Source: an optimization exercise on an open RTL-to-GDS flow (aim: small area, a short achievable clock period and few clock cycles). Production flows keep margins and buffers that such runs may drop.
The RTL was checked by simulation tests, not by an equivalence proof against the original design.

**flow/config.mk**
```make
export PLATFORM = sky130hd
export DESIGN_NAME = Top
export DESIGN_NICKNAME = Top
export VERILOG_FILES = /design/flow/design.v
export SDC_FILE = /design/flow/constraint.sdc
export NUM_CORES = 4
export LEC_CHECK = 0
export CAP_MARGIN = 20
export CORE_MARGIN = 2
export CORE_UTILIZATION = 40
export SLEW_MARGIN = 20
```
**flow/constraint.sdc**
```tcl
create_clock -name core_clock -period 12.0 [get_ports {clk}]
set_input_delay 2.4000 -clock core_clock [delete_from_list [all_inputs] [get_ports {clk}]]
set_output_delay 2.4000 -clock core_clock [all_outputs]
set_load 0.01 [all_outputs]
```
**flow/design.v**
```verilog
`timescale 1ps/1ps
module Top(pts,led,out,clk,IN,wr_en,wr_a,wr_b,wr_w);
 input [2:0]pts;
 input [3:0]IN;
 input clk;
 output reg led;
 output reg [2:0]out;
 input wr_en;
 input [2:0]wr_a,wr_b;
 input [5:0]wr_w;
 reg tk_inp,start,reset;
 reg st_d;
 always@(posedge clk)
 begin
     tk_inp<=IN[1];
     start<=IN[2];
     reset<=IN[3];
     st_d<=start;
 end
 reg [2:0]i_state,f_state;
 wire ld=IN[1]&&!tk_inp;
 wire ld_src=ld&&!IN[0];
 always@(posedge clk)
 begin
     if(ld_src)
       i_state<=pts;
     if(ld&&IN[0])
       f_state<=pts;
 end
 wire [2:0]src_n=ld_src?pts:i_state;
 reg [5:0]wt[27:0];
 function integer eidx(input integer i,input integer j);
   integer lo,hi;
   begin
     lo=(i<j)?i:j;
     hi=(i<j)?j:i;
     eidx=lo*7-(lo*(lo-1))/2+(hi-lo-1);
   end
 endfunction
 genvar gi,gj;
 generate
   for(gi=0;gi<8;gi=gi+1)
   begin:wi
     for(gj=gi+1;gj<8;gj=gj+1)
     begin:wj
       always@(posedge clk)
         if(wr_en&&((wr_a==gi&&wr_b==gj)||(wr_a==gj&&wr_b==gi)))
           wt[eidx(gi,gj)]<=wr_w;
     end
   end
 endgenerate
 reg [6:0]dt[7:0];
 reg [7:0]visited;
 reg [2:0]pred[7:0];
 reg relax,first;
 wire restart=wr_en||ld_src;
 function mle(input [6:0]x,input [6:0]y);
   integer b;
   reg l,e;
   begin
     l=1'b0;
     e=1'b1;
     for(b=5;b>=0;b=b-1)
     begin
       l=l|(e&~x[b]&y[b]);
       e=e&~(x[b]^y[b]);
     end
     mle=(l|e)^x[6]^y[6];
   end
 endfunction
 function kle(input [7:0]x,input [7:0]y);
   begin
     kle=x[7]?y[7]:(y[7]|mle(x[6:0],y[6:0]));
   end
 endfunction
 wire [7:0]key[7:0];
 generate
   for(gi=0;gi<8;gi=gi+1)
   begin:ky
     assign key[gi]={visited[gi],dt[gi]};
   end
 endgenerate
 wire [7:0]hw;
 wire [7:0]mh[1:0];
 generate
   for(gi=0;gi<2;gi=gi+1)
   begin:hf
     wire l01=kle(key[4*gi],key[4*gi+1]);
     wire l02=kle(key[4*gi],key[4*gi+2]);
     wire l03=kle(key[4*gi],key[4*gi+3]);
     wire l12=kle(key[4*gi+1],key[4*gi+2]);
     wire l13=kle(key[4*gi+1],key[4*gi+3]);
     wire l23=kle(key[4*gi+2],key[4*gi+3]);
     assign hw[4*gi]=l01&l02&l03;
     assign hw[4*gi+1]=!l01&l12&l13;
     assign hw[4*gi+2]=!l02&!l12&l23;
     assign hw[4*gi+3]=!l03&!l13&!l23;
     assign mh[gi]=({8{hw[4*gi]}}&key[4*gi])|({8{hw[4*gi+1]}}&key[4*gi+1])|
                   ({8{hw[4*gi+2]}}&key[4*gi+2])|({8{hw[4*gi+3]}}&key[4*gi+3]);
   end
 endgenerate
 wire hi=!kle(mh[0],mh[1]);
 wire [7:0]m07=hi?mh[1]:mh[0];
 wire any=!m07[7];
 wire [7:0]sel={{4{any&hi}}&hw[7:4],{4{any&!hi}}&hw[3:0]};
 reg [7:0]sel_r;
 reg [6:0]dp;
 always@(posedge clk)
 begin
     if(restart)
     begin
         sel_r<=8'd1<<src_n;
         dp<=7'd0;
     end
     else
     begin
         sel_r<=sel;
         dp<=m07[6:0];
     end
 end
 wire [2:0]p={sel_r[4]|sel_r[5]|sel_r[6]|sel_r[7],sel_r[2]|sel_r[3]|sel_r[6]|sel_r[7],sel_r[1]|sel_r[3]|sel_r[5]|sel_r[7]};
 reg [5:0]wp[7:0];
 integer u,v;
 always@(*)
 begin
     for(v=0;v<8;v=v+1)
     begin
       wp[v]=6'd0;
       for(u=0;u<8;u=u+1)
         if(u!=v)
           wp[v]=wp[v]|({6{sel_r[u]}}&wt[eidx(u,v)]);
     end
 end
 wire [6:0]sum[7:0];
 wire [7:0]r_lt,r_le;
 generate
   for(gi=0;gi<8;gi=gi+1)
   begin:sm
     assign sum[gi]=dp+{1'b0,wp[gi]};
     assign r_lt[gi]=(sum[gi][6]==dt[gi][6])?(sum[gi][5:0]<dt[gi][5:0]):(sum[gi][5:0]>=dt[gi][5:0]);
     assign r_le[gi]=(sum[gi][6]==dt[gi][6])?(sum[gi][5:0]<=dt[gi][5:0]):(sum[gi][5:0]>dt[gi][5:0]);
   end
 endgenerate
 always@(posedge clk)
 begin
     if(restart)
     begin
         visited<=8'd1<<src_n;
         relax<=1'b1;
         first<=1'b1;
     end
     else if(!relax)
     begin
         visited<=visited|sel;
         relax<=any;
     end
     else
     begin
         relax<=1'b0;
         first<=1'b0;
     end
 end
 integer k;
 always@(posedge clk)
 begin
     if(relax)
       for(k=0;k<8;k=k+1)
         if(!visited[k])
         begin
           if(first||r_lt[k])
           begin
             dt[k]<=sum[k];
             pred[k]<=p;
           end
           else if(r_le[k]&&p<pred[k])
             pred[k]<=p;
         end
 end
 always@(posedge clk)
 begin
     if(IN[3]&&reset)
       led<=1'b0;
     else if(!IN[3]&&(visited[f_state]||(!relax&&sel[f_state])))
       led<=1'b1;
 end
 reg [2:0]cur;
 always@(posedge clk)
 begin
     if(reset)
       cur<=f_state;
     else if(start&&!st_d)
     begin
         out<=cur;
         if(cur!=i_state)
           cur<=pred[cur];
     end
 end
endmodule
```
**flow/flow/run.sh**
```bash
#!/bin/bash
# The standard layout, with repair_timing aiming for a larger setup slack
# than the 12 ns clock needs, so that the achieved period shrinks.
set -euo pipefail
bash standard.sh SETUP_SLACK_MARGIN=8.0 finish > standard.log 2>&1
```
**flow/standard.sh**
```bash
#!/bin/bash
# synth_recipe.tcl (not shown) runs the flow's synth.tcl, then flattens the netlist and writes it again
# the make line also repeats each setting of config.mk as NAME=value (left out here)
make -C /OpenROAD-flow-scripts/flow DESIGN_CONFIG=/design/flow/config.mk WORK_HOME=/design/flow/orfs CLKGATE_MAP_FILE= SYNTH_SCRIPT=/design/flow/synth_recipe.tcl "${@:-finish}"
```
==> results list, run 1 <==
- Clock Sink Count: slightly below 300
* Average routed wire per standard cell: between 20 and 30 um
- In this run the number of H-tree levels came out at 1.
- The clock arrives with roughly 0.017 ns of skew.
- Diode count: 0
- STA classifies the critical path startpoint as a flip-flop.
- The worst path needs 4.21 ns of the cycle, external delays included.
- Slew at the pin closest to its max-slew limit: about 1.0 ns
* FMAX: between 200 and 250 MHz
- Largest net degree at the start of global routing: 46
- # setup viols final: 0
- Placed wire-length estimate: between 40 and 50 mm
* Crit path required time: 12.34 ns
- For the worst setup path, the data arrival time is between 4 and 5 ns.
* Port Buffer Count: 24
* First-pass GRT wire length: 89.1 mm
- Counting the buffers created by CTS gives 31.
- Setup TNS Final: 0 ns
- Number of buffers inserted by hold repair at cts: 0
* Post-Place Cell Area: between 15,000 and 20,000 sq um
* Final Cell Area: around 22,000 sq um
- Hold Violations, Final: 0
- Antenna-violating nets left: 0
- Final layout net count: between 1.5k and 2k
- The tightest min-delay check is of the flip-flop to flip-flop type.
- Core outline area: roughly 44,000 sq um
* Share of the clock period used by the worst path: a little over a third
- Of the cells placed in the final design, the portion with a size suffix greater than 1 is about a quarter.
- The largest total area in the synthesized netlist belongs to sky130_fd_sc_hd__edfxtp_1.
- In the synthesized netlist the dominant register cell turns out to be sky130_fd_sc_hd__edfxtp_1.
* Violation count after the first detailed-routing iteration: about 2.2k
- The netlist uses 93 different library cells.
* Critical path type: flip-flop to flip-flop
- The initial antenna violation count came to 0.
- Area share of the leading cell type in the synthesized netlist: between 40% and 50%
* Post-synthesis sequential element count: 290
* Result of the run: timing/DRC/antenna clean
* Share of the core filled with cells in the final layout: 50.3%
- Initial Util: about two fifths
- The root buffer cell chosen for the clock tree is sky130_fd_sc_hd__clkbuf_16.
- Residual DRC: 0
- Horiz. Die Dim: roughly 210 um
- Start point of the worst hold path: start$_DFF_P_
- Summing every instance area after synthesis gives between 15,000 and 20,000 sq um.
- In the layout the commonest cells are sky130_fd_sc_hd__edfxtp_1, sky130_fd_sc_hd__inv_1, sky130_fd_sc_hd__ha_1, sky130_fd_sc_hd__a22oi_1, sky130_fd_sc_hd__buf_4.
- Across every metal layer, demand over resource in global routing totals ~25%.
* Number of standard cells after synthesis: 1,620
- Vias in the first global route: 14.2k
- Summed over all layers, the routed wires come to roughly 60 mm.
- Yosys synthesis warning count: 5
- Sum of overflow across all layers after global routing: 0
- Yosys attributes the largest share of cell area to sky130_fd_sc_hd__edfxtp_1, sky130_fd_sc_hd__ha_1, sky130_fd_sc_hd__a22oi_1, sky130_fd_sc_hd__a222oi_1, sky130_fd_sc_hd__dfxtp_1.
- The die covers between 40,000 and 50,000 sq um.
- Across all layers, the routed design uses roughly 15k vias.
* TritonCTS clock tree: done
- In this run the tightest slew margin relative to its limit is between 30% and 40%.
- The worst setup path is captured at a flip-flop.
- The longest clock path from root to sink contains 3 buffers.
* Largest fanout on the critical path: 5
- Max Slew Vio Count: 0
- The floorplan has 77 rows.
- Clock-pin slew was measured on the worst setup and hold paths at about 0.060 ns.
- In this run, synthesis inferred between 200 and 300 flip-flops with an integrated enable.
- Clock latency at the later pin of the worst-skew pair: 0.60 ns
* Max-cap violations: 0
* Area growth from synthesis to layout: 24.7%
- Die span in y: 215 um
- Syn nets: roughly 1.8k
- The library cell used most frequently in the layout, excluding fill and tap cells, is sky130_fd_sc_hd__edfxtp_1.
- Setup repair after global routing could not meet its margin everywhere.
- Dividing the synthesized area by the synthesized cell count gives 11.0 sq um.
- In the synthesized netlist the async set-or-reset flop fraction comes to 0%.
- Startpoint of the worst register-to-register path: sel_r[3]$_DFF_P_
* Average vias per placed instance: 6.22
* Worst Hold Slack: 0.372 ns
- Summing the sequential cell areas from Yosys gives approximately 48% of the chip area.
- For this design the top-level I/O count stands at 25.
- The first TritonRoute pass finished after 10 iterations.
- Beginning of the critical path: sel_r[3]$_DFF_P_
* Weighted congestion reported at the end of routability-driven placement: ~0.99
-- area by class of cell --
class / instances / area (sq um)
clock buffer: 40 / 850
clock inverter: 18 / 206
fill: 3803 / 21900
inverter: 135 / 510
multi-input combinational: 1123 / 9620
sequential: 290 / 8480
tap: 592 / 741
timing repair buffer: 158 / 1760
-- metrics by stage --
step	instances	setup WS [ns]
2_1_floorplan	1620	8.03
3_3_place_gp	2174	6.58
3_5_place_dp	2174	6.95
4_1_cts	2288	7.83
5_1_grt	2356	7.65
6_report	2356	7.79
-- final timing paths --
check | endpoint | slack (ns) | depth (start not counted)
max | pred[4][0]$_DFFE_PP_ | 7.79 | 17
min | st_d$_DFF_P_ | 0.37 | 0
max reg2reg | pred[4][0]$_DFFE_PP_ | 7.79 | 17
min reg2reg | st_d$_DFF_P_ | 0.37 | 0
-- layer usage --
layer | global-route usage (%) | part of all wire [%] | up-vias
met3 | 4.18 | 9.1 | 169
met2 | 42.5 | 47 | 845
li1 | - | - | 6484
met5 | 0 | 0 | -
met4 | 9.72 | 4.7 | 0
met1 | 33.2 | 39 | 7151
-- worst max-delay path, stage by stage (launching register included) --
cell and delay (ns):
sky130_fd_sc_hd__dfxtp_4 0.40, sky130_fd_sc_hd__buf_12 0.16, sky130_fd_sc_hd__a222oi_1 0.75, sky130_fd_sc_hd__nand3_1 0.41, sky130_fd_sc_hd__ha_4 0.42, sky130_fd_sc_hd__a21oi_4 0.06, sky130_fd_sc_hd__o21bai_1 0.12, sky130_fd_sc_hd__a21oi_1 0.09
sky130_fd_sc_hd__xnor2_1 0.27, sky130_fd_sc_hd__ha_1 0.29, sky130_fd_sc_hd__nand4_1 0.10, sky130_fd_sc_hd__nor2_1 0.06, sky130_fd_sc_hd__nor2_1 0.09, sky130_fd_sc_hd__nand2_1 0.09, sky130_fd_sc_hd__nor2_2 0.09, sky130_fd_sc_hd__mux2i_1 0.08
sky130_fd_sc_hd__o21a_2 0.22, sky130_fd_sc_hd__a41o_1 0.25
-- flip-flops by register name (all words and copies together) (netlist names), 3 cells and up --
signal,count
visited,8
out,3
wt,168
pred,24
sel_r,8
dp,7
f_state,3
i_state,3
dt,56
cur,3
-- timing repair --
item                       4_1_cts  5_1_grt
setup endpoints to repair      235      195
pin swaps                       52      137
setup buffers                   46       65
resized for setup              142      174
gates cloned                    10        3
-- cell usage after synthesis (10+ instances only) --
cell type	count
sky130_fd_sc_hd__a21o_1	20
sky130_fd_sc_hd__xor2_1	27
sky130_fd_sc_hd__a22oi_1	104
sky130_fd_sc_hd__o21bai_1	17
sky130_fd_sc_hd__inv_1	130
sky130_fd_sc_hd__dfxtp_1	25
sky130_fd_sc_hd__nand2_1	75
sky130_fd_sc_hd__nor2_1	81
sky130_fd_sc_hd__nor3_1	19
sky130_fd_sc_hd__ha_1	125
sky130_fd_sc_hd__clkbuf_1	63
sky130_fd_sc_hd__nand4_1	19
sky130_fd_sc_hd__xnor2_1	47
sky130_fd_sc_hd__edfxtp_1	265
sky130_fd_sc_hd__a222oi_1	56
sky130_fd_sc_hd__nand3_1	64
sky130_fd_sc_hd__mux2i_1	21
sky130_fd_sc_hd__nor4_1	15
sky130_fd_sc_hd__nand2b_1	44
sky130_fd_sc_hd__o21ai_0	45
sky130_fd_sc_hd__o22ai_1	10
sky130_fd_sc_hd__o21ai_1	10
sky130_fd_sc_hd__and2_1	12
sky130_fd_sc_hd__nor2b_1	53
sky130_fd_sc_hd__a21oi_1	62
-- kinds of logic after synthesis --
group | Yosys count | share of synthesized area [%]
xor+xnor | 76 | 3.89
fa+ha+maj | 142 | 10.2
compound gates | 435 | 18.5
mux | 28 | 1.90
simple gates | 442 | 13.4
flops | 290 | 47.6
buf+inv | 207 | 4.48
Testbench counts, summed over its fixed seeds: cycles 4,371.
==> run 2, diff against run 1 <==
--- a/flow/design.v
+++ b/flow/design.v
@@ -137,8 +137,9 @@
    for(gi=0;gi<8;gi=gi+1)
    begin:sm
      assign sum[gi]=dp+{1'b0,wp[gi]};
-     assign r_lt[gi]=(sum[gi][6]==dt[gi][6])?(sum[gi][5:0]<dt[gi][5:0]):(sum[gi][5:0]>=dt[gi][5:0]);
-     assign r_le[gi]=(sum[gi][6]==dt[gi][6])?(sum[gi][5:0]<=dt[gi][5:0]):(sum[gi][5:0]>dt[gi][5:0]);
+     wire lo=sum[gi][5:0]<dt[gi][5:0];
+     assign r_lt[gi]=(sum[gi][6]==dt[gi][6])?lo:!lo;
+     assign r_le[gi]=r_lt[gi]|(sum[gi]==dt[gi]);
    end
  endgenerate
  always@(posedge clk)
==> run 2 against run 1 <==
Wire length down 6.4%. Setup slack worse by 0.11 ns. Critical path depth unchanged. Critical path type unchanged. Highest routed layer is now met5.
==> results list, run 2 <==
- In this run the tightest slew margin relative to its limit is about 25%.
* Proportion of synthesized flip-flops having asynchronous set or reset: 0%
* Largest net degree at the start of global routing: 46
- The worst register-to-register path begins at dt[5][2]$_DFFE_PP_.
- Antenna-violating nets left: 0
* Number of rows created at floorplan: 76
- RSZ-0062 raised after global routing: true
- In the final routed layout, each cell accounts on average for roughly 26 um.
- The die covers about 45,000 sq um.
- Share of the core filled with cells in the final layout: between 40% and 50%
- Flip-flop count of the largest register, all copies and words added: 168
- TritonCTS clock tree: done
- Cell area after synthesis: between 15,000 and 20,000 sq um
* Residual DRC: 0
- Most common cell after layout, fill and taps aside: sky130_fd_sc_hd__edfxtp_1
- Sum of overflow across all layers after global routing: 0
- For this run, the number of Yosys warnings is 5.
- Setup TNS Final: 0 ns
* Post-synthesis compound-gate area fraction: 19.7%
- Clock tree synthesis inserted a total of 31 buffers.
* Classification of the worst-slack hold path: flip-flop to flip-flop
- The critical path is of the flip-flop to flip-flop type.
- Critical Path Sink Type: flip-flop
- In this run the worst path has a maximum fanout of 4.
- STA puts the critical path data arrival time at 4.77 ns.
- Clock period minus final worst setup slack: ~4.3 ns
- The slowest stage of the critical path belongs to the cell sky130_fd_sc_hd__a211oi_2.
- Cells with a size suffix above 1 make up between 20% and 30% of the layout.
- Fin Clk Skew: a little over 0.03 ns
* Arithmetic-cell share of the synthesized area counting full adders, half adders and majority gates: about a tenth
- Result of the run: timing/DRC/antenna clean
- Die span in y: roughly 210 um
- Global-route usage over all layers: roughly 25%
* Most instantiated library cell after synthesis: sky130_fd_sc_hd__edfxtp_1
* Largest registers: wt x168, dt x56, pred x24
- Max-cap violations: 0
* Final layout net count: about 1.8k
- Slew at the pin closest to its max-slew limit: approximately 1.1 ns
- The critical path goes through nor2b_4 > maj3_2 > a221o_1 > and3_1 > or3_4 > o221a_4 > buf_4 > a211oi_2 > o21bai_4 > a221oi_4 > a2111oi_4 > buf_4 > a211oi_4 > buf_6 > buf_12 > buf_6 > a211oi_2.
- Average vias per placed instance: ~6.4
* Clock latency at the later pin of the worst-skew pair: ~0.61 ns
* Reg-to-reg endpoint: dp[4]$_SDFF_PN0_
- The repair_antennas step left the layout with diodes totalling 0.
- Largest incremental delay on the critical path: 0.56 ns
* CTS H-tree lvls: 1
- Core outline area: 42,800 sq um
- Number of buffers inserted by hold repair at cts: 0
* # fillers: ~3.8k
* Hold Violations, Final: 0
- The first detailed-routing pass took 9 iterations.
* Most frequent cells in the layout: sky130_fd_sc_hd__edfxtp_1, sky130_fd_sc_hd__inv_1, sky130_fd_sc_hd__ha_1, sky130_fd_sc_hd__buf_4, sky130_fd_sc_hd__a22oi_1
* Avg Cell Area, Syn: approximately 11 sq um
- Post-synthesis sequential element count: 290
- Synthesis handed over a netlist of between 1.5k and 2k instances.
- Port Buffer Count: 24
- Vias: 14.1k
- Based on the critical path, the design can be clocked at up to between 200 and 250 MHz.
- Weighted congestion reported at the end of routability-driven placement: around 1
- Cell accounting for the most synthesized area: sky130_fd_sc_hd__edfxtp_1
- R2R Setup Slk: between 7 and 8 ns
- The initial antenna violation count was 1.
- Destination of the worst hold path: st_d$_DFF_P_
* Syn nets: about 1.7k
* Share of the clock period used by the worst path: between 30% and 40%
- The total count of max-transition violations in the final report was 0.
- Clock input transition at the sequential cells of the worst setup and hold paths: ~0.060 ns
* Vias in the first global route: roughly 13k
* CP Launch Type: flip-flop
- Number of cells on the worst reg-to-reg path: 17
- The die is approximately 210 um wide.
- The root buffer cell chosen for the clock tree is sky130_fd_sc_hd__clkbuf_16.
- The number of different library cells used by synthesis comes to 86.
- Counting flops per register, the top entry is wt.
- By area the synthesized netlist is led by sky130_fd_sc_hd__edfxtp_1, sky130_fd_sc_hd__ha_1, sky130_fd_sc_hd__a22oi_1, sky130_fd_sc_hd__a222oi_1, sky130_fd_sc_hd__xnor2_1.
- The initial utilization of the core area, before any placement, comes to 40.3%.
- The synthesized netlist devotes roughly 4.2% of its cell area to XOR and XNOR gates.
* Leading post-synthesis cells by instance count: sky130_fd_sc_hd__edfxtp_1, sky130_fd_sc_hd__inv_1, sky130_fd_sc_hd__ha_1
* Dominant combinational cell family by area after synthesis: compound AO/OA/AOI/OAI gates
- Counting instances, the worst hold path has a depth of 0.
- Clock Sink Count: slightly below 300
- For this block, the routed nets add up to 57.8 mm of wire.
- Summing the sequential cell areas from Yosys gives 49.0% of the chip area.
* Area share of the leading cell type in the synthesized netlist: approximately 46%
- In this run the count of I/O pins placed on the die edge is 25.
* First-pass GRT wire length: 84.5 mm
- Violation count after the first detailed-routing iteration: around 2.2k
- Compared with the post-synthesis result, the final layout area differs by 21.0%.
- # setup viols final: 0
- Multiplexer fraction of the synthesized cell area: approximately 1.5%
- Counting flops with a built-in enable in the synthesized netlist gives around 270.
- Detailed placement finished with a half-perimeter wire length of between 30 and 40 mm.
* Start point of the worst hold path: start$_DFF_P_
- Most used flip-flop cell after synthesis: sky130_fd_sc_hd__edfxtp_1
- No sink is reached through more buffers than the 3 on the longest clock path.
- At the worst endpoint, the required time is about 12 ns.
- The synthesized netlist devotes between 10% and 20% of its cell area to simple gates.
==> run 2: cell type report <==
cell class	count	area (sq um)	share of cell area [%]
Multi-Input combinational cell	1034	8740	41.8
Inverter	135	510	2.44
Clock inverter	16	221	1.06
Clock buffer	41	823	3.94
Timing Repair Buffer	148	1440	6.90
Tap cell	546	683	3.27
Sequential cell	290	8470	40.5
==> run 2: per-stage QoR <==
stage,setup WS (ns),hold WS (ns),area [sq um],instances
after floorplan,7.97,0.344,17300,1531
after global placement,7.03,0.365,18000,2038
after detailed placement,7.01,0.357,18000,2038
after CTS,7.82,0.368,20100,2168
after global routing,7.53,0.378,20900,2210
final,7.69,0.367,20900,2210
==> run 2: worst max path at each step <==
stage	end	cells past startpoint	slack, ns	start
6_report	dp[4]$_SDFF_PN0_	17	7.69	dt[5][2]$_DFFE_PP_
3_5_place_dp	visited[5]$_DFFE_PP_	7	7.01	IN[1]
2_1_floorplan	visited[5]$_DFFE_PP_	16	7.97	dt[5][2]$_DFFE_PP_
3_3_place_gp	visited[4]$_DFFE_PP_	7	7.03	IN[1]
5_1_grt	dp[3]$_SDFF_PN0_	17	7.53	dt[5][2]$_DFFE_PP_
4_1_cts	visited[5]$_DFFE_PP_	15	7.82	dt[5][2]$_DFFE_PP_
==> run 2: timing repair <==
| item | CTS | global route |
|---|---|---|
| pin swaps | 43 | 66 |
| cloned | 4 | 3 |
| resized for setup | 123 | 92 |
| setup endpoints to repair | 191 | 164 |
| buffers inserted | 69 | 39 |
==> run 2: routing by layer <==
metal / part of all wire, % / track usage, % / wire length, um / vias up
met2: 45 / 40.5 / 26200 / 810
met1: 41 / 34.2 / 23800 / 6957
li1: - / - / - / 6161
met3: 9.1 / 4.32 / 5260 / 142
met4: 4.4 / 9.20 / 2520 / 2
met5: 0.022 / 0 / 13 / -
==> run 2: cell families (layout without fill, tap and decap cells) <==
| kind of cell | Yosys count | in the layout |
|---|---|---|
| multiplexers | 16 | 16 |
| XOR/XNOR | 80 | 80 |
| AO/OA/AOI/OAI | 451 | 451 |
| adder cells (fa/ha/maj) | 139 | 139 |
| AND/OR/NAND/NOR | 347 | 348 |
| flip-flops | 290 | 290 |
| buffers and inverters | 208 | 340 |
==> run 2: critical path: cells and delay by family, from the launching register on <==
kind            cells  cell delay (ns)
fa+ha+maj           1             0.31
simple gates        3             0.69
compound gates      8             2.07
buf+inv             5             0.67
flops               1             0.42
Testbench counts of run 2, summed over its fixed seeds: cycles 4,371.
==> run 3, diff against run 2 <==
--- a/flow/config.mk
+++ b/flow/config.mk
@@ -8,4 +8,7 @@
 export CAP_MARGIN = 20
 export CORE_MARGIN = 2
 export CORE_UTILIZATION = 40
+export CTS_BUF_LIST = sky130_fd_sc_hd__clkbuf_8
+export CTS_CLUSTER_DIAMETER = 60
+export CTS_CLUSTER_SIZE = 20
 export SLEW_MARGIN = 20
==> run 3 against run 2 <==
Critical path type unchanged. Utilization shrank 1.6 points. Via count shrank 1.4%. Fmax shrank 2.3%. Synthesized area is the same. Synthesized cell count is the same.
==> results list, run 3 <==
- Largest net degree at the start of global routing: 46
- At the end of routability-driven placement, the weighted congestion stood at approximately 0.98.
- Result of the run: timing/DRC/antenna clean
- Number of antenna violations at the first check in global routing: 2
- In this run, CTS created clock tree buffers numbering 27.
- Cells with a size suffix above 1 make up between 10% and 20% of the layout.
- Using the TritonRoute via totals, the vias-per-cell ratio works out to 6.35.
- Fin Clk Skew: ~0.048 ns
- Most frequent cells in the layout: sky130_fd_sc_hd__edfxtp_1, sky130_fd_sc_hd__inv_1, sky130_fd_sc_hd__ha_1, sky130_fd_sc_hd__a22oi_1, sky130_fd_sc_hd__buf_4
- The initial utilization of the core area, before any placement, comes to approximately two fifths.
- The count of cells in the finished layout, fillers not included, comes to ~2.2k.
- The region available for standard cell placement spans roughly 43,000 sq um.
- Setup ws final: between 7 and 8 ns
* CTS H-tree lvls: 1
- Number of enable flip-flop cells after synthesis: between 200 and 300
- Sorting the synthesized cells by how often they occur yields sky130_fd_sc_hd__edfxtp_1, sky130_fd_sc_hd__inv_1, sky130_fd_sc_hd__ha_1.
* Master cell of the clock root buffer: sky130_fd_sc_hd__clkbuf_8
* Vias: about 14k
* Proportion of synthesized flip-flops having asynchronous set or reset: 0%
* Placed Cells incl. Taps: 2,038
- Setup violations remaining at the end of the flow were counted as 0.
- Summed over all layers, the routed wires come to about 57 mm.
- Classification of the worst-slack hold path: flip-flop to flip-flop
- TritonCTS built the clock tree.
* Slew at the pin closest to its max-slew limit: approximately 1.1 ns
- Number of buffers inserted by hold repair at cts: 0
* Diode count: 0
- RSZ-0062 raised after global routing: true
- CP Launch Type: flip-flop
* Sum of overflow across all layers after global routing: 0
* First-pass GRT wire length: around 85 mm
- In the synthesized netlist the dominant register cell turns out to be sky130_fd_sc_hd__edfxtp_1.
- Dividing the final minimum period by the clock period gives 36.8%.
- First drt pass iteration count: 10
- In this run the tightest slew margin relative to its limit is 25.1%.
- Measured along the x axis, the die boundary spans between 200 and 250 um.
- Max-cap violations in this run came to 0.
- Average routed wire per standard cell: roughly 26 um
- Syn nets: approximately 1.7k
- In the synthesized netlist, the number of instances is around 1.5k.
- The endpoint identified for the worst register-to-register timing path is visited[6]$_DFFE_PP_.
- Violation count after the first detailed-routing iteration: roughly 2.4k
* Setup slack after placement: ~7.0 ns
* Critical Path Sink Type: flip-flop
* Longest Clk Path Bufs: 3
* Reg with most FFs: wt
- Yosys synthesis warning count: 5
- Clock Sink Count: 290
- Cell area after synthesis: ~17,000 sq um
- Proportion of synthesized chip area in sequential cells: between 40% and 50%
* Startpoint of the worst register-to-register path: dt[7][0]$_DFFE_PP_
- Residual DRC: 0
* Flip-flop count of the largest register, all copies and words added: 168
- R2R Setup Slk: around 7.6 ns
- Destination of the worst hold path: st_d$_DFF_P_
- Clock input transition at the sequential cells of the worst setup and hold paths: 0.10 ns
* Hold Path Stages: 0
- After the last flow step, the layout net total stands at 1,773.
* Number of rows created at floorplan: 76
- Post-synthesis cell type count: 86
* Critical path type: flip-flop to flip-flop
* Antenna-violating nets left: 0
- The total count of max-transition violations in the final report was 0.
- The largest registers in the layout are wt x168, dt x56, pred x24.
- Detailed placement ended at an HPWL of a little under 40 mm.
- Die outline area: between 40,000 and 50,000 sq um
* Post-synthesis sequential element count: just under 300
- Start point of the worst hold path: start$_DFF_P_
* FMAX: roughly 230 MHz
- Of the post-synthesis cell area, the dominant cell type holds a little under half.
- Clock period minus final worst setup slack: ~4.4 ns
- Avg Cell Area, Syn: roughly 11 sq um
- The synthesized design spends more area on one cell type than any other, namely sky130_fd_sc_hd__edfxtp_1.
* Share of the core filled with cells in the final layout: a little under half
* Most instantiated library cell after synthesis: sky130_fd_sc_hd__edfxtp_1
* Die span in y: between 200 and 250 um
- STA puts the critical path data required time at roughly 12 ns.
- Worst Hold Slack: 0.375 ns
- Setup TNS Final: 0 ns
* Port Buffer Count: 24
- Area growth from synthesis to layout: 17.1%
* Most common cell after layout, fill and taps aside: sky130_fd_sc_hd__edfxtp_1
* Vias in the first global route: ~13k
- At the worst endpoint, the arrival time is 4.78 ns.
* Number of cells on the worst reg-to-reg path: 13
* Main area contributors after synthesis: sky130_fd_sc_hd__edfxtp_1, sky130_fd_sc_hd__ha_1, sky130_fd_sc_hd__a22oi_1, sky130_fd_sc_hd__a222oi_1, sky130_fd_sc_hd__xnor2_1
- Hold Violations, Final: 0
* Global-route usage over all layers: approximately a quarter
* Largest fanout on the critical path: 8
- The later pin in the worst-skew pair is clocked with a latency of around 0.64 ns.
- In this run the count of I/O pins placed on the die edge is 25.
[run 3: cell count changes in the layout (fill, tap and decap cells not counted), moves of 4 or more]
cell / change
sky130_fd_sc_hd__bufinv_16: -4
sky130_fd_sc_hd__clkbuf_16: -31
sky130_fd_sc_hd__clkbuf_8: +29
sky130_fd_sc_hd__inv_8: +4
sky130_fd_sc_hd__nor2_4: -6
sky130_fd_sc_hd__clkbuf_1: -9
sky130_fd_sc_hd__buf_4: -18
[run 3: worst max-delay path, stage by stage, from the launching register on]
cell and delay, ns:
sky130_fd_sc_hd__edfxtp_1 0.51, sky130_fd_sc_hd__nor2b_1 0.21, sky130_fd_sc_hd__o21ai_0 0.15, sky130_fd_sc_hd__a41o_1 0.28, sky130_fd_sc_hd__or3_1 0.38, sky130_fd_sc_hd__o211ai_2 0.37, sky130_fd_sc_hd__nor3_2 0.17, sky130_fd_sc_hd__a222oi_1 0.66
sky130_fd_sc_hd__nand2_1 0.26, sky130_fd_sc_hd__a221oi_4 0.35, sky130_fd_sc_hd__a21o_1 0.25, sky130_fd_sc_hd__a21o_4 0.17, sky130_fd_sc_hd__nor3_4 0.05, sky130_fd_sc_hd__a221o_1 0.34
[run 3: cell families (layout without fill, tap and decap cells)]
logic type	count (synthesis)	in the layout	synth area share, %
compound gates	451	451	19.7
xor+xnor	80	80	4.22
fa+ha+maj	139	139	10.3
buf+inv	208	316	4.65
flops	290	290	49.0
mux	16	16	1.51
simple gates	347	348	10.6
[run 3: how the worst max path moves through the flow]
stage                                   from                    to  slack [ns]  cells after the start
final                     dt[7][0]$_DFFE_PP_  visited[6]$_DFFE_PP_        7.58                     13
after global routing      dt[6][6]$_DFFE_PP_      dp[3]$_SDFF_PN0_        7.50                     17
after CTS                 dt[5][2]$_DFFE_PP_  visited[5]$_DFFE_PP_        7.85                     15
after detailed placement               IN[1]  visited[5]$_DFFE_PP_        7.01                      7
after global placement                 IN[1]  visited[4]$_DFFE_PP_        7.03                      7
after floorplan           dt[5][2]$_DFFE_PP_  visited[5]$_DFFE_PP_        7.97                     16
[run 3: layout make-up]
cell class | instances | area [sq um]
fillers | 3846 | 22600
multi-input cells | 1034 | 8630
flip-flops and latches | 290 | 8470
repair buffers | 131 | 1310
well taps | 546 | 683
inverters | 135 | 510
clock buffers | 30 | 413
clock inverters | 20 | 193
[run 3: routing by layer]
layer	global-route usage [%]	vias to the layer above	share of wire, %
met3	3.38	138	9.1
met1	34.8	6815	41
li1	-	6125	-
met4	9.42	4	4.2
met2	40.3	797	45
met5	0	-	0.047
[run 3: timing repair]
item	4_1_cts	5_1_grt
setup buffers	63	28
setup endpoints to repair	161	157
pin swaps	38	59
resized for setup	115	80
gates cloned	4	3
[run 3: metrics by stage]
step	instance area (sq um)
global route	20200
finish	20200
floorplan	17300
detailed placement	18000
CTS	19600
global placement	18000
==> run 4, diff against run 3 <==
--- a/flow/config.mk
+++ b/flow/config.mk
@@ -8,7 +8,7 @@
 export CAP_MARGIN = 20
 export CORE_MARGIN = 2
 export CORE_UTILIZATION = 40
-export CTS_BUF_LIST = sky130_fd_sc_hd__clkbuf_8
-export CTS_CLUSTER_DIAMETER = 60
-export CTS_CLUSTER_SIZE = 20
+export CTS_BUF_LIST = sky130_fd_sc_hd__clkbuf_16
+export CTS_CLUSTER_DIAMETER = 80
+export CTS_CLUSTER_SIZE = 30
 export SLEW_MARGIN = 20
==> run 4 against run 3 <==
Still clean. Wire length shrank 0.44%. Critical path depth up 2. First-iteration DRC count fell by 9.1%. Clock skew about the same. Global-route usage decreased by 0.23 points. Non-clock buffer count rose by 12.
==> results list, run 4 <==
- For the pin with the worst max-slew slack, the measured transition is around 1.1 ns.
- Violation count after the first detailed-routing iteration: between 2k and 2.5k
* Max Slew Vio Count: 0
- Detailed placement ended at an HPWL of a little under 40 mm.
- Summing the areas of all xor and xnor instances in the mapped netlist gives under 10% of the synthesized area.
* Longest Clk Path Bufs: 3
* Total area of multi-input combinational cells: ~8800 sq um
* Share of the clock period used by the worst path: 35.7%
- FMAX: roughly 230 MHz
- The clock drives 290 sinks.
* Reg-to-reg endpoint: dp[3]$_SDFF_PN0_
- The library cell used most frequently in the layout, excluding fill and tap cells, is sky130_fd_sc_hd__edfxtp_1.
* Yosys synthesis warning count: 5
- The number of hold buffers added after CTS was 0.
- Adding up every negative setup slack in the final design gives 0 ns.
- I/O Pins: 25
- Average vias per placed instance: ~6.3
- Placed Cells incl. Taps: between 2k and 2.5k
- Reg with most FFs: wt
- The register with the most flip-flops in the layout has approximately 170 of them.
- Cell with the largest stage delay on the worst path: sky130_fd_sc_hd__a222oi_1
- The number of different library cells used by synthesis comes to 86.
- After detailed routing, the average wire length per cell comes to between 20 and 30 um.
- After synthesis, the most frequently instantiated cells are sky130_fd_sc_hd__edfxtp_1, sky130_fd_sc_hd__inv_1, sky130_fd_sc_hd__ha_1.
* Startpoint of the worst register-to-register path: dt[7][2]$_DFFE_PP_
- Worst path top cell family by delay: compound AO/OA/AOI/OAI gates
- The synthesized netlist devotes 10.6% of its cell area to simple gates.
* First-pass GRT wire length: 83.9 mm
- During placement, the flow inserted port buffers numbering 24.
* Clock latency at the later pin of the worst-skew pair: approximately 0.55 ns
- # setup viols final: 0
- In the synthesized netlist, the number of instances is around 1.5k.
- Beginning of the critical path: dt[7][2]$_DFFE_PP_
- Row generation in the floorplan step produced 76 rows.
- Final wirelength: about 57 mm
- The critical path goes through inv_1 > a21oi_1 > a32o_1 > or3_1 > o211ai_2 > nor3_4 > a222oi_1 > nand2_1 > a221oi_4 > a2111oi_4 > buf_4 > a211oi_4 > buf_6 > mux2i_1 > nor2_1.
- Die outline area: around 45,000 sq um
* Core outline area: between 40,000 and 50,000 sq um
- Final layout net count: about 1.8k
- The worst setup path is launched from a flip-flop.
- In this run, synthesis produced a sequential element count of 290.
* Post-Place Cell Area: between 15,000 and 20,000 sq um
- Diode count: 0
* Avg Cell Area, Syn: roughly 11 sq um
* Critical path type: flip-flop to flip-flop
- Result of the run: timing/DRC/antenna clean
* Main area contributors after synthesis: sky130_fd_sc_hd__edfxtp_1, sky130_fd_sc_hd__ha_1, sky130_fd_sc_hd__a22oi_1, sky130_fd_sc_hd__a222oi_1, sky130_fd_sc_hd__xnor2_1
- For this run, the leading register cell type out of synthesis is sky130_fd_sc_hd__edfxtp_1.
- Registers take approximately 8500 sq um.
- Final Cell Area: 20,400 sq um
- Fin Clk Skew: 0.0478 ns
* Global-route usage over all layers: between 20% and 30%
- TritonCTS clock tree: done
- The largest total area in the synthesized netlist belongs to sky130_fd_sc_hd__edfxtp_1.
- Inserted Clock Buffers: 17
* CP Depth: 15
- Area growth from synthesis to layout: 18.1%
* Classification of the worst-slack hold path: flip-flop to flip-flop
* Max-cap violations: 0
- The largest registers in the layout are wt x168, dt x56, pred x24.
- Entering global routing, the biggest net connects 46 pins.
- Measured in cells, the most critical reg-to-reg path has a length of 15.
- From left edge to right edge, the die measures around 210 um.
* Destination of the worst hold path: st_d$_DFF_P_
- Proportion of synthesized flip-flops having asynchronous set or reset: 0%
- Weighted congestion reported at the end of routability-driven placement: 0.982
- Along the worst path, the maximum fanout reaches 8.
* Sum of overflow across all layers after global routing: 0
- Number of antenna violations at the first check in global routing: 1
- Multiplexer fraction of the synthesized cell area: between 1.5 and 2%
- Data on the critical path is required at its endpoint by about 12 ns.
* Buffer and inverter count on the worst path: 3
- The synthesized netlist occupies a cell area of approximately 17,000 sq um.
- Die span in y: ~210 um
- The routed design could run at a clock period as short as between 4 and 5 ns.
* Vias in the first global route: 13.3k
- Hold Path Stages: 0
- R2R Setup Slk: 7.72 ns
* CTS H-tree lvls: 1
- The worst pin sits at a relative slew slack of between 20% and 30%.
- Proportion of synthesized chip area in sequential cells: between 40% and 50%
* Proportion of layout cells with a drive suffix above 1: between 10% and 20%
- Post-Layout Cell Count: 2,178
- Leaving out fill and tap cells, the most frequent cells in the layout are sky130_fd_sc_hd__edfxtp_1, sky130_fd_sc_hd__inv_1, sky130_fd_sc_hd__ha_1, sky130_fd_sc_hd__a22oi_1, sky130_fd_sc_hd__buf_4.
* Post-synthesis compound-gate area fraction: between 10% and 20%
* Area share of the leading cell type in the synthesized netlist: 46.1%
- Share of the core filled with cells in the final layout: between 40% and 50%
- RSZ-0062 raised after global routing: true
* Vias: about 14k
- The count of nets left with antenna violations once routing finished came out at 0.
- Counting the fill cells in the layout gives between 3k and 4k.
* Most instantiated library cell after synthesis: sky130_fd_sc_hd__edfxtp_1
- Crit path DAT: between 4 and 5 ns
* Arithmetic-cell share of the synthesized area counting full adders, half adders and majority gates: between 10% and 20%
- When the netlist entered floorplanning its net count stood at around 1.7k.
- For this run, the detailed router's first-pass iteration total came to 8.
- The final hold violation count was 0.
- Critical Path Sink Type: flip-flop
- The startpoint identified for the worst hold timing path is start$_DFF_P_.
* Initial Util: roughly 40%
- Clock input transition at the sequential cells of the worst setup and hold paths: ~0.090 ns
* Master cell of the clock root buffer: sky130_fd_sc_hd__clkbuf_16
- After synthesis, the largest family of logic cells by area is compound AO/OA/AOI/OAI gates.
- The largest single stage delay on the critical path is around 0.57 ns.
- In this run, synthesis inferred ~270 flip-flops with an integrated enable.
- In the routed design, unresolved DRC markers number 0.
run 4: cell counts after synthesis:
Identical to the previous run, type by type.
run 4: routing by layer:
| metal | GRT usage, % | up-vias | part of all wire [%] |
|---|---|---|---|
| li1 | - | 6107 | - |
| met1 | 34.2 | 6770 | 41 |
| met2 | 40.9 | 788 | 46 |
| met3 | 3.52 | 107 | 8.9 |
| met4 | 7.77 | 2 | 3.6 |
| met5 | 0 | - | 0.023 |
run 4: worst max-delay path by stage:
| stage | end | slack [ns] |
|---|---|---|
| final | dp[3]$_SDFF_PN0_ | 7.72 |
| after global routing | dp[3]$_SDFF_PN0_ | 7.54 |
| after CTS | visited[5]$_DFFE_PP_ | 7.81 |
| after detailed placement | visited[5]$_DFFE_PP_ | 7.01 |
| after global placement | visited[4]$_DFFE_PP_ | 7.03 |
| after floorplan | visited[5]$_DFFE_PP_ | 7.97 |
run 4: through the flow:
step           hold WS (ns)  setup slack, ns
2_1_floorplan         0.344             7.97
3_3_place_gp          0.365             7.03
3_5_place_dp          0.357             7.01
4_1_cts               0.371             7.81
5_1_grt               0.382             7.54
6_report              0.370             7.72
run 4: final cells by class:
cell class | instances | area share, %
multi-input cells | 1034 | 43.0
clock inverters | 13 | 0.681
well taps | 546 | 3.35
inverters | 135 | 2.50
clock buffers | 17 | 2.09
flip-flops and latches | 290 | 41.6
repair buffers | 143 | 6.78
run 4: timing repair:
item / CTS / global route
setup buffers: 64 / 41
gates resized for setup: 127 / 93
pin swaps: 52 / 64
setup endpoints to repair: 214 / 159
cloned: 2 / 3
run 4: kinds of logic after synthesis:
| kind of cell | Yosys count |
|---|---|
| AOI/OAI and AO/OA | 451 |
| and+or+nand+nor | 347 |
| DFF | 290 |
| buffers and inverters | 208 |
| adders and majority gates | 139 |
| xor gates and xnor gates | 80 |
| muxes | 16 |
run 4: worst register-to-register path, stage by stage (launching register included):
cell,delay [ns]
sky130_fd_sc_hd__edfxtp_1,0.53
sky130_fd_sc_hd__inv_1,0.26
sky130_fd_sc_hd__a21oi_1,0.12
sky130_fd_sc_hd__a32o_1,0.29
sky130_fd_sc_hd__or3_1,0.36
sky130_fd_sc_hd__o211ai_2,0.40
sky130_fd_sc_hd__nor3_4,0.14
sky130_fd_sc_hd__a222oi_1,0.57
sky130_fd_sc_hd__nand2_1,0.22
sky130_fd_sc_hd__a221oi_4,0.33
sky130_fd_sc_hd__a2111oi_4,0.13
sky130_fd_sc_hd__buf_4,0.16
sky130_fd_sc_hd__a211oi_4,0.23
sky130_fd_sc_hd__buf_6,0.16
sky130_fd_sc_hd__mux2i_1,0.18
sky130_fd_sc_hd__nor2_1,0.07
==> run 5, diff against run 4 <==
==> flow/flow/run.sh (replaced) <==
#!/bin/bash
# The standard layout, with repair_timing aiming for a larger setup slack
# than the 12 ns clock needs, so that the achieved period shrinks, and
# buf_4 cells as the port buffers.
set -euo pipefail
bash standard.sh SETUP_SLACK_MARGIN=8.0 "BUFFER_PORTS_ARGS=-buffer_cell sky130_fd_sc_hd__buf_4" finish > standard.log 2>&1
==> run 5 against run 4 <==
Wire length barely moved. Clock skew fell by 0.0052 ns. First-iteration DRC count fell by 11%. Utilization rose by 0.14 points. Worst hold slack improved by 0.012 ns. Sequential share of layout area fell by 0.13 points. Critical path depth rose by 3. Die area did not move.
==> results list, run 5 <==
- Result of the run: timing/DRC/antenna clean
- Counting along the longest clock path gives a buffer depth of 3.
* Max Slew Vio Count: 0
- Synthesis instantiated 86 different standard cells from the library.
* Fin Clk Skew: 0.0425 ns
- Area share of the leading cell type in the synthesized netlist: between 40% and 50%
- Across the run, the number of max-cap violations was 0.
* Number of antenna violations at the first check in global routing: 1
- In this design, the stage delay of the slowest critical-path cell is ~0.42 ns.
- At the end of the flow, the number of nets in the layout was around 1.8k.
* CP Launch Type: flip-flop
- Along the worst path, the maximum fanout reaches 8.
* R2R Setup Slk: between 7 and 8 ns
* Critical Path Sink Type: flip-flop
- Among all stages on the critical path, the largest delay is contributed by sky130_fd_sc_hd__edfxtp_1.
- Violation count after the first detailed-routing iteration: slightly below 2k
- Slew at the pin closest to its max-slew limit: about 1.1 ns
- The first TritonRoute pass finished after 8 iterations.
* Reg with most FFs: wt
- In this run, synthesis inferred 265 flip-flops with an integrated enable.
* Proportion of synthesized chip area in sequential cells: approximately 49%
- The die covers around 45,000 sq um.
- The congestion estimate from routability-driven global placement came to slightly above 0.9.
* Average routed wire per standard cell: ~26 um
- Die span in y: 212 um
* Number of rows created at floorplan: 76
* Yosys synthesis warning count: 5
- Syn nets: 1,685
- CTS H-tree lvls: 1
- For this design the top-level I/O count stands at 25.
- Proportion of layout cells with a drive suffix above 1: between 20% and 30%
- Cell accounting for the most synthesized area: sky130_fd_sc_hd__edfxtp_1
- Largest registers: wt x168, dt x56, pred x24
- The tightest min-delay check is of the flip-flop to flip-flop type.
- Master cell of the clock root buffer: sky130_fd_sc_hd__clkbuf_16
- The average instance in the mapped netlist occupies ~11 sq um.
* Port Buffer Count: 24
- Final wirelength: 57.1 mm
* Largest net degree at the start of global routing: between 40 and 50
* # fillers: 3,819
* # setup viols final: 0
- Sum of overflow across all layers after global routing: 0
- The final hold violation count was 0.
- Once detail routing completed, the nets flagged for antenna violations numbered 0.
- In the synthesized netlist the async set-or-reset flop fraction comes to 0%.
- Counting flops and latches in the post-synthesis netlist gives 290.
* Placed wire-length estimate: slightly below 40 mm
- Static timing analysis puts the maximum clock frequency at around 230 MHz.
- Setup repair after global routing could not meet its margin everywhere.
* Initial Util: 40.3%
* Area taken by flip-flops and latches: about 8500 sq um
- Most used flip-flop cell after synthesis: sky130_fd_sc_hd__edfxtp_1
- After routing, the total negative slack on setup checks comes to 0 ns.
- Global routing used about a quarter of the available tracks.
- Average vias per placed instance: around 6.3
- The critical path is of the flip-flop to flip-flop type.
- Most instantiated library cell after synthesis: sky130_fd_sc_hd__edfxtp_1
* Area growth from synthesis to layout: 18.4%
- The most numerous cell type found on the critical path is sky130_fd_sc_hd__buf_4.
* Cell chain of the critical path: buf_4 > nand2b_1 > a221oi_1 > a2111oi_0 > a211oi_1 > buf_4 > nor2_1 > and2_2 > a222oi_1 > nand2_1 > ha_2 > o21bai_4 > a221oi_4 > buf_4 > a21o_4 > a21o_4 > nor3_4 > a221o_1
- Most frequent cells in the layout: sky130_fd_sc_hd__edfxtp_1, sky130_fd_sc_hd__buf_4, sky130_fd_sc_hd__inv_1, sky130_fd_sc_hd__ha_1, sky130_fd_sc_hd__a22oi_1
* Crit path required time: ~12 ns
- Number of standard cells after synthesis: 1,531
- The register with the most flip-flops in the layout has ~170 of them.
* Clock period minus final worst setup slack: 4.30 ns
- Worst Hold Slack: around 0.38 ns
- Buffers inserted during clock tree synthesis total 18.
- By area the synthesized netlist is led by sky130_fd_sc_hd__edfxtp_1, sky130_fd_sc_hd__ha_1, sky130_fd_sc_hd__a22oi_1, sky130_fd_sc_hd__a222oi_1, sky130_fd_sc_hd__xnor2_1.
- Share of the clock period used by the worst path: between 30% and 40%
- CTS saw 290 sinks.
* Crit path DAT: 4.58 ns
- The clock reaches the later pin of the worst-skew pair after 0.55 ns.
- Clock input transition at the sequential cells of the worst setup and hold paths: roughly 0.11 ns
- The via count of the first global-routing pass was ~13k.
- The library cell used most frequently in the layout, excluding fill and tap cells, is sky130_fd_sc_hd__edfxtp_1.
- Hold repair after CTS inserted 0 buffers.
- Total area of multi-input combinational cells: ~8600 sq um
- TritonCTS built the clock tree.
- Core outline area: approximately 43,000 sq um
* Relative slew slack: around a quarter
- Ranked by instance count, the synthesized netlist is headed by sky130_fd_sc_hd__edfxtp_1, sky130_fd_sc_hd__inv_1, sky130_fd_sc_hd__ha_1.
- Vias: 13.9k
- First-pass GRT wire length: 83.0 mm
- The synthesized netlist occupies a cell area of between 15,000 and 20,000 sq um.
- Residual DRC: 0
- Horiz. Die Dim: between 200 and 250 um
## run 5: cell counts after synthesis
No cell type changed its count.
## run 5: cell type report
class / count / share of cell area, %
antenna: 1 / 0.0122
clock buffer: 19 / 2.33
clock inverter: 13 / 0.728
inverter: 135 / 2.50
multi-input combinational: 1034 / 42.2
sequential: 290 / 41.4
tap: 546 / 3.34
timing repair buffer: 160 / 7.49
## run 5: layer usage
metal	global-route usage, %	wire, um	up-vias
met3	2.85	4680	123
li1	-	-	6143
met2	40.8	26300	786
met4	8.35	2310	0
met1	34.3	23800	6853
met5	0	0	-
## run 5: logic make-up after synthesis
group	Yosys count	synth area share, %
multiplexers	16	1.51
adder cells (fa/ha/maj)	139	10.3
buffers and inverters	208	4.65
XOR/XNOR	80	4.22
AND/OR/NAND/NOR	347	10.6
AO/OA/AOI/OAI	451	19.7
flip-flops	290	49.0
## run 5: worst max-delay path: cells and delay by family, from the launching register on
kind / cells / cell delay [ns]
fa+ha+maj: 1 / 0.21
simple gates: 5 / 0.69
buf+inv: 3 / 0.52
flops: 1 / 0.42
compound gates: 9 / 2.19
## run 5: path summary, 6_finish.rpt
| check | endpoint | cells after the start | start |
|---|---|---|---|
| setup / recovery | visited[6]$_DFFE_PP_ | 18 | dt[5][1]$_DFFE_PP_ |
| hold / removal | st_d$_DFF_P_ | 0 | start$_DFF_P_ |
| setup reg to reg | visited[6]$_DFFE_PP_ | 18 | dt[5][1]$_DFFE_PP_ |
| hold reg to reg | st_d$_DFF_P_ | 0 | start$_DFF_P_ |
## run 5: timing repair
| item | CTS | global route |
|---|---|---|
| setup buffers | 73 | 43 |
| gates resized for setup | 106 | 74 |
| hold endpoints to repair | 0 | 0 |
| gates cloned | 8 | 3 |
| pin swaps | 38 | 61 |
| setup endpoints to repair | 105 | 90 |
## run 5: per-stage QoR
stage | cell area (sq um) | worst slack [ns] | instances | util (%)
floorplan | 17300 | 7.97 | 1531 | -
global placement | 17900 | 7.25 | 2037 | 41.9
detailed placement | 17900 | 7.30 | 2037 | 41.9
CTS | 19700 | 7.85 | 2150 | 46.1
global route | 20400 | 7.60 | 2198 | 47.8
finish | 20400 | 7.70 | 2198 | 47.8
==> run 6, diff against run 5 <==
--- a/flow/design.v
+++ b/flow/design.v
@@ -80,29 +80,38 @@
      assign key[gi]={visited[gi],dt[gi]};
    end
  endgenerate
- wire [7:0]hw;
- wire [7:0]mh[1:0];
- generate
-   for(gi=0;gi<2;gi=gi+1)
-   begin:hf
-     wire l01=kle(key[4*gi],key[4*gi+1]);
-     wire l02=kle(key[4*gi],key[4*gi+2]);
-     wire l03=kle(key[4*gi],key[4*gi+3]);
-     wire l12=kle(key[4*gi+1],key[4*gi+2]);
-     wire l13=kle(key[4*gi+1],key[4*gi+3]);
-     wire l23=kle(key[4*gi+2],key[4*gi+3]);
-     assign hw[4*gi]=l01&l02&l03;
-     assign hw[4*gi+1]=!l01&l12&l13;
-     assign hw[4*gi+2]=!l02&!l12&l23;
-     assign hw[4*gi+3]=!l03&!l13&!l23;
-     assign mh[gi]=({8{hw[4*gi]}}&key[4*gi])|({8{hw[4*gi+1]}}&key[4*gi+1])|
-                   ({8{hw[4*gi+2]}}&key[4*gi+2])|({8{hw[4*gi+3]}}&key[4*gi+3]);
-   end
- endgenerate
- wire hi=!kle(mh[0],mh[1]);
- wire [7:0]m07=hi?mh[1]:mh[0];
- wire any=!m07[7];
- wire [7:0]sel={{4{any&hi}}&hw[7:4],{4{any&!hi}}&hw[3:0]};
+ wire [7:0]le[7:0];
+ wire [7:0]sel;
+ generate
+   for(gi=0;gi<8;gi=gi+1)
+   begin:cm
+     for(gj=0;gj<8;gj=gj+1)
+     begin:cj
+       if(gj>gi) assign le[gi][gj]=kle(key[gi],key[gj]);
+       else assign le[gi][gj]=1'b0;
+     end
+   end
+   for(gi=0;gi<8;gi=gi+1)
+   begin:sl
+     wire [7:0]ok;
+     for(gj=0;gj<8;gj=gj+1)
+     begin:sc
+       if(gj==gi) assign ok[gj]=!visited[gi];
+       else if(gj>gi) assign ok[gj]=le[gi][gj];
+       else assign ok[gj]=!le[gj][gi];
+     end
+     assign sel[gi]=&ok;
+   end
+ endgenerate
+ wire any=!(&visited);
+ reg [6:0]m07;
+ integer q;
+ always@(*)
+ begin
+     m07=7'd0;
+     for(q=0;q<8;q=q+1)
+       m07=m07|({7{sel[q]}}&dt[q]);
+ end
  reg [7:0]sel_r;
  reg [6:0]dp;
  always@(posedge clk)
@@ -115,7 +124,7 @@
      else
      begin
          sel_r<=sel;
-         dp<=m07[6:0];
+         dp<=m07;
      end
  end
  wire [2:0]p={sel_r[4]|sel_r[5]|sel_r[6]|sel_r[7],sel_r[2]|sel_r[3]|sel_r[6]|sel_r[7],sel_r[1]|sel_r[3]|sel_r[5]|sel_r[7]};
==> run 6 against run 5 <==
Still clean. Synthesized area grew 9.7%. Worst hold slack gained 0.0011 ns. Synthesized cell count grew 14%. Final cell count grew 6.2%. Count of clock-buffer cells in the layout shrank 5. Utilization shrank 3.7 points. Sequential share of layout area shrank 0.20 points. Global-route usage grew 1.8 points. First-iteration DRC count grew 39%. Highest routed layer unchanged.
==> results list, run 6 <==
- The flow ran to the end and the layout has no timing, DRC or antenna violations.
- The library cell used most frequently in the layout, excluding fill and tap cells, is sky130_fd_sc_hd__edfxtp_1.
- # setup viols final: 0
- Post-Layout Cell Count: about 2.3k
- Cell accounting for the most synthesized area: sky130_fd_sc_hd__edfxtp_1
* Max-cap violations: 0
- FMAX: ~250 MHz
- Reg with most FFs: wt
* Placed Cells incl. Taps: ~2.3k
- Most used flip-flop cell after synthesis: sky130_fd_sc_hd__edfxtp_1
- Largest net degree at the start of global routing: 46
- Clock-pin slew was measured on the worst setup and hold paths at between 0.1 and 0.15 ns.
- Weighted congestion reported at the end of routability-driven placement: 0.981
- Number of standard cells after synthesis: 1,749
* Post-synthesis cell type count: between 90 and 100
- The final hold violation count came to 0.
* Global-route usage over all layers: 26.6%
* Number of enable flip-flop cells after synthesis: 265
- Setup slack after placement: between 7 and 8 ns
* Area share of the leading cell type in the synthesized netlist: 42.0%
- Number of rows created at floorplan: slightly below 80
- Cell area after synthesis: approximately 19,000 sq um
- Leading post-synthesis cells by instance count: sky130_fd_sc_hd__edfxtp_1, sky130_fd_sc_hd__ha_1, sky130_fd_sc_hd__a22oi_1
* Area growth from synthesis to layout: 8.47%
* Setup ws final: just over 8 ns
* Syn nets: about 1.9k
* Critical Path Sink Type: flip-flop
- First-pass GRT wire length: roughly 100 mm
- Measured along the y axis, the die boundary spans approximately 220 um.
- Inserted Clock Buffers: 14
- Share of the clock period used by the worst path: 32.9%
* Port Buffer Count: 24
* Classification of the worst-slack hold path: flip-flop to flip-flop
* Avg Cell Area, Syn: 10.8 sq um
* Average vias per placed instance: between 6 and 7
* Largest fanout on the critical path: between 40 and 50
- Antenna-violating nets left: 0
* Most frequent cells in the layout: sky130_fd_sc_hd__edfxtp_1, sky130_fd_sc_hd__ha_1, sky130_fd_sc_hd__a22oi_1, sky130_fd_sc_hd__inv_1, sky130_fd_sc_hd__nor2_1
- The total count of max-transition violations in the final report came to 0.
* Vias: roughly 16k
- Critical path type: flip-flop to flip-flop
- Setup repair after global routing could not meet its margin everywhere.
- For this run, the detailed router's first-pass iteration total came to 10.
* Crit path DAT: roughly 4.2 ns
- Number of antenna violations at the first check in global routing: 1
* Proportion of synthesized flip-flops having asynchronous set or reset: 0%
* Final layout net count: roughly 1.9k
- Sum of overflow across all layers after global routing: 0
- Post-synthesis sequential element count: 290
- Longest Clk Path Bufs: 3
- Post-Place Cell Area: between 15,000 and 20,000 sq um
- The die is 222 um wide.
- Core outline area: approximately 47,000 sq um
* Yosys synthesis warning count: 5
- Proportion of layout cells with a drive suffix above 1: between 10 and 15%
- Clock Sink Count: 290
- Among all stages on the critical path, the largest delay is contributed by sky130_fd_sc_hd__fa_1.
- The first routing iteration left 2,713 violations.
* Clock period minus final worst setup slack: between 3 and 4 ns
- Proportion of synthesized chip area in sequential cells: 44.6%
- On the worst path, the slowest cell contributes a delay of ~0.42 ns.
- Summed over all failing endpoints, the final setup total negative slack is 0 ns.
* Startpoint of the worst register-to-register path: sel_r[0]$_DFF_P_
- Final Cell Area: a little over 20,000 sq um
* Master cell of the clock root buffer: sky130_fd_sc_hd__clkbuf_16
- After detailed routing, the average wire length per cell comes to 29.3 um.
* Slew at the pin closest to its max-slew limit: slightly above 1 ns
- After legalization and detailed placement, the total HPWL measured about 50 mm.
- After detailed routing, the number of remaining DRC violations is 0.
- Fin Clk Skew: a little over 0.05 ns
- I/O Pins: 25
- Flip-flop count of the largest register, all copies and words added: 168
- Share of the core filled with cells in the final layout: between 40% and 50%
- CTS H-tree lvls: 1
- The worst setup path is launched from a flip-flop.
- Buffers inserted to repair hold after CTS numbered 0.
- Final wirelength: about 68 mm
* Largest registers: wt x168, dt x56, pred x24
- Data on the critical path is required at its endpoint by 12.27 ns.
- The via count of the first global-routing pass is roughly 15k.
- In this run the worst setup path begins at sel_r[0]$_DFF_P_.
- Diode count: 0
- Once the floorplan was initialized, standard cells occupied between 40% and 50% of the core.
- The die covers 49,100 sq um.
- TritonCTS built the clock tree.
- Traced cell by cell, the critical path runs through buf_12 > a222oi_1 > nand3_1 > ha_2 > fa_1 > a21oi_1 > nor2_1 > nor2_2 > buf_4 > o21bai_1 > a21oi_1 > xnor2_1 > xor2_1 > xnor2_1 > o21a_2 > or2_2.
- Most instantiated library cell after synthesis: sky130_fd_sc_hd__edfxtp_1
* Start point of the worst hold path: start$_DFF_P_
* Main area contributors after synthesis: sky130_fd_sc_hd__edfxtp_1, sky130_fd_sc_hd__ha_1, sky130_fd_sc_hd__a22oi_1, sky130_fd_sc_hd__a222oi_1, sky130_fd_sc_hd__xnor2_1
- Relative slew slack: 32.7%
- Clock latency at the later pin of the worst-skew pair: roughly 0.55 ns
-- run 6: changes by cell type after synthesis, sizes merged, moves of 10 or more --
cell / delta
buf: +35
inv: -23
a31oi: +18
nor2: +16
o21ai: +16
xnor2: +16
ha: +15
a21boi: +14
nand2b: +13
a21oi: +10
a222oi: +10
-- run 6: final timing paths --
path                          end  slack, ns  depth (start not counted)
max          pred[2][2]$_DFFE_PP_       8.05                         16
min                  st_d$_DFF_P_       0.38                          0
min reg2reg          st_d$_DFF_P_       0.38                          0
max reg2reg  pred[2][2]$_DFFE_PP_       8.05                         16
-- run 6: repair_timing --
item,4_1_cts,5_1_grt
pin swaps,16,31
cloned,0,3
buffers inserted,11,15
setup endpoints to repair,89,91
gates resized for setup,41,51
-- run 6: layer usage --
| metal | vias up | global-route usage [%] | wire, um |
|---|---|---|---|
| li1 | 6751 | - | - |
| met1 | 7547 | 34.9 | 27000 |
| met2 | 982 | 44.5 | 31700 |
| met3 | 223 | 2.99 | 5670 |
| met4 | 0 | 12.1 | 3910 |
| met5 | - | 0 | 0 |
-- run 6: area by class of cell --
cell class,instances,area [sq um]
Clock buffer,14,350
Clock inverter,8,75.1
Fill cell,4388,26100
Inverter,117,439
Multi-Input combinational cell,1231,9750
Sequential cell,290,8470
Tap cell,607,759
Timing Repair Buffer,68,698
-- run 6: metrics by stage --
stage | hold WS (ns)
floorplan | 0.344
global placement | 0.354
detailed placement | 0.362
CTS | 0.384
global route | 0.390
finish | 0.384
-- run 6: critical path: cells and delay by family (launching register included) --
family / cells / cell delay, ns
buf+inv: 2 / 0.33
compound gates: 5 / 0.91
xor+xnor: 3 / 0.65
flops: 1 / 0.38
simple gates: 4 / 0.78
fa+ha+maj: 2 / 0.65
-- run 6: logic make-up (layout without fill, tap and decap cells) --
| kind of cell | after synthesis | in the layout | synth area share, % |
|---|---|---|---|
| buffers and inverters | 228 | 207 | 5.12 |
| AND/OR/NAND/NOR | 412 | 412 | 12.0 |
| XOR/XNOR | 103 | 103 | 4.80 |
| adder cells (fa/ha/maj) | 161 | 161 | 10.8 |
| AO/OA/AOI/OAI | 539 | 539 | 21.3 |
| multiplexers | 16 | 16 | 1.27 |
| flip-flops | 290 | 290 | 44.6 |
Testbench counts of run 6, summed over its fixed seeds: cycles 4,371.

## what the ideal ports hide
The flow's constraints put no driver on any port. The routed layouts listed below were extracted and timed again, unchanged, in two steps. Step 1: set_driving_cell puts a clkbuf_16 on clk and a buf_2 on each other input, an assumption about the parent block. Step 2 times the ports against the registers' clock, not the clock port: input delays grow and output delays shrink by t, the midpoint of the rising clock arrivals with the driver on. Slacks: ideal / step 1 / step 2; pairs: ideal / step 1.
run	t, ns	slack for setup (ns)	cell pins on the clock port's net
run 1	0.648	7.793 / 7.793 / 7.377	1
run 2	0.646	7.685 / 7.685 / 7.315	1
run 3	0.667	7.582 / 7.582 / 7.301	1
run 4	0.583	7.722 / 7.722 / 7.338	1
run 5	0.576	7.698 / 7.698 / 7.597	1
run 6	0.581	8.047 / 8.047 / 7.655	1
After both steps setup and hold are still met in every run listed. The setup slack of run 1, which loses most, moves by 0.000 ns with the drivers and by -0.416 ns with both steps.
